This is an optimization exercise on Yosys and OpenROAD, whose aim is small area, a short achievable clock period and few clock cycles, not a production implementation.
In this exercise RTL edits were held to simulation tests only and were not proved equivalent to the original.
No activity file was given, so power comes from the tool's default toggle rates.

## the previous run
==> flow/design.v (excerpt) <==
module ARS_des(clk,reset,key,din,flag,dout,ready);
input [64:1] din;
input [64:1] key;
input clk,reset;
input flag;
output [64:1] dout;
output ready;
function [64:1]	IP;
input	[64:1]	IPin;
begin
IP=	 {IPin[58],IPin[50],IPin[42],IPin[34],IPin[26],IPin[18],IPin[10],IPin[2],
      IPin[60],IPin[52],IPin[44],IPin[36],IPin[28],IPin[20],IPin[12],IPin[4],
      IPin[62],IPin[54],IPin[46],IPin[38],IPin[30],IPin[22],IPin[14],IPin[6],
      IPin[64],IPin[56],IPin[48],IPin[40],IPin[32],IPin[24],IPin[16],IPin[8],
      IPin[57],IPin[49],IPin[41],IPin[33],IPin[25],IPin[17],IPin[9],IPin[1],
      IPin[59],IPin[51],IPin[43],IPin[35],IPin[27],IPin[19],IPin[11],IPin[3],
      IPin[61],IPin[53],IPin[45],IPin[37],IPin[29],IPin[21],IPin[13],IPin[5],
      IPin[63],IPin[55],IPin[47],IPin[39],IPin[31],IPin[23],IPin[15],IPin[7]};
end
endfunction
function [64:1] IVIP;
input    [64:1]  IP_1in;
begin
IVIP = {IP_1in[40],IP_1in[8],IP_1in[48],IP_1in[16],IP_1in[56],IP_1in[24],IP_1in[64],IP_1in[32],
        IP_1in[39],IP_1in[7],IP_1in[47],IP_1in[15],IP_1in[55],IP_1in[23],IP_1in[63],IP_1in[31],
        IP_1in[38],IP_1in[6],IP_1in[46],IP_1in[14],IP_1in[54],IP_1in[22],IP_1in[62],IP_1in[30],
        IP_1in[37],IP_1in[5],IP_1in[45],IP_1in[13],IP_1in[53],IP_1in[21],IP_1in[61],IP_1in[29],
        IP_1in[36],IP_1in[4],IP_1in[44],IP_1in[12],IP_1in[52],IP_1in[20],IP_1in[60],IP_1in[28],
        IP_1in[35],IP_1in[3],IP_1in[43],IP_1in[11],IP_1in[51],IP_1in[19],IP_1in[59],IP_1in[27],
        IP_1in[34],IP_1in[2],IP_1in[42],IP_1in[10],IP_1in[50],IP_1in[18],IP_1in[58],IP_1in[26],
        IP_1in[33],IP_1in[1],IP_1in[41],IP_1in[9],IP_1in[49],IP_1in[17],IP_1in[57],IP_1in[25]};
end
endfunction
reg [64:1] data;      
reg [1:56] cd;        
reg [3:0] cnt;        
reg mode;             
reg ready;
reg busy;             
reg sh1;              
wire [48:1] ksub = {cd[14], cd[17], cd[11], cd[24], cd[1], cd[5], cd[3], cd[28], cd[15], cd[6], cd[21], cd[10], cd[23], cd[19], cd[12], cd[4], cd[26], cd[8], cd[16], cd[7], cd[27], cd[20], cd[13], cd[2], cd[41], cd[52], cd[31], cd[37], cd[47], cd[55], cd[30], cd[40], cd[51], cd[45], cd[33], cd[48], cd[44], cd[49], cd[39], cd[56], cd[34], cd[53], cd[46], cd[42], cd[50], cd[36], cd[29], cd[32]};
wire [32:1] rl, rr;
  ...
Size in the first run: ~1500 cells after synthesis, about 130 flip-flops, ~200 I/O pins.
export LEC_CHECK = 0
export ABC_AREA = 1
export CAP_MARGIN = 20
export CORE_MARGIN = 2
export CORE_UTILIZATION = 40
export CTS_BUF_LIST = sky130_fd_sc_hd__clkbuf_4 sky130_fd_sc_hd__clkbuf_8
export SETUP_SLACK_MARGIN = 3.5
export SLEW_MARGIN = 20
create_clock -name core_clock -period 6.0 [get_ports {clk}]
standard.sh (not shown) runs the stock make flow with config.mk's settings and CLKGATE_MAP_FILE= SYNTH_SCRIPT=/design/flow/synth_recipe.tcl, a recipe that flattens the netlist after the stock synthesis.
==> flow/flow/run.sh <==
#!/bin/bash
# Own layout flow: the standard ORFS layout with these changes.
#  1. Synthesis keeps the key schedule's next-state logic (module ARS_keyNext) apart until after
#     technology mapping (SYNTH_KEEP_MODULES; the standard flow's synthesis script flattens it afterwards)
#     and maps it with ABC's &nf mapper (flow/abc_keynext.script); the rest of the design is
#     mapped with ORFS's own area script. It skips ORFS's full-adder extraction
#     (ADDER_MAP_FILE empty). Flip-flop mapping is unchanged, so the registers, their names and
#     cell types are those of the standard synthesis.
#  2. Ports are buffered with sky130_fd_sc_hd__buf_1 instead of the default buffer cell.
# Each make run's full output goes to its own log file in this folder.
set -euo pipefail
work=$(pwd)
rm -rf "$work/scripts_own"
cp -r "$FLOW_HOME/scripts" "$work/scripts_own"
cp "$work/flow/abc_keynext.script" "$work/scripts_own/abc_keynext.script"
python3 - "$work/scripts_own/synth.tcl" <<'PY'
import sys
p = sys.argv[1]
s = open(p).read()
old = "  log_cmd abc {*}$abc_args\n"
assert s.count(old) == 1
new = ("  log_cmd abc {*}$abc_args ARS_des\n"
       "  log_cmd abc {*}[lreplace $abc_args 1 1 $::env(SCRIPTS_DIR)/abc_keynext.script] ARS_keyNext\n")
open(p, 'w').write(s.replace(old, new))
PY
bash standard.sh synth SCRIPTS_DIR="$work/scripts_own" ADDER_MAP_FILE= SYNTH_KEEP_MODULES=ARS_keyNext > "$work/synth.log" 2>&1
bash standard.sh finish BUFFER_PORTS_ARGS="-buffer_cell sky130_fd_sc_hd__buf_1" > "$work/layout.log" 2>&1
test -f "$work/out/final.def"
==> flow/flow/abc_keynext.script <==
strash
&get -n
&dch
&nf -p
&put
topo
stime -c
buffer -c
upsize -c
dnsize -c
The previous run completed end to end with timing, DRC and antenna clean.
Testbench counts of the previous run, summed over its fixed seeds: cycles 13,056.
diff inputs: the previous run => the current run
Settings: SETUP_SLACK_MARGIN now 3.6, was 3.5.
[summary]
- The current run gives more final cell utilization of the core than the previous run did.
- | setup clock skew after layout | the current run vs the previous run | ≈ equal |
- Delta (the current run minus the previous run): number of non-filler instances in the completed layout has increased, number of setup buffers added after CTS has increased, worst hold slack has remained practically unchanged.
- The previous run consumes less power than the current run.
- Going from the previous run to the current run, via count grew slightly.
- The current run gives more global-route usage than the previous run did.
- Diff the previous run and the current run: wire length on met2 lower in the previous run
- The current run vs the previous run — total stage count of the critical path rose 1.

==> port drivers added, routing unchanged <==
No port has a modelled driver above. Below, the same layouts with a new extraction and two added sets of constraints. Step 1, drivers: a clkbuf_16 drives clk and a buf_2 each remaining input, both assumed. Step 2, shift: input delay + t, output delay - t, t = (earliest + latest rising clock arrival at the registers) / 2. This alone moves slack from input paths to output paths. Three values: ideal, step 1, step 2; two values: the first two.
| run | t (ns) | slack for setup (ns) | worst setup path after step 2 | clock arrival spread, ns | slew at the worst register clock pin (ns) |
|---|---|---|---|---|---|
| the previous run | 0.491 | 3.536 / 3.492 / 3.084 | input to register | 0.017 / 0.017 | 0.09 / 0.09 |
| the current run | 0.498 | 3.604 / 3.559 / 3.181 | input to register | 0.017 / 0.017 | 0.09 / 0.09 |
After both steps setup and hold are still met in every run listed. The setup slack of the previous run, which loses most, moves by -0.044 ns with the drivers and by -0.452 ns with both steps.
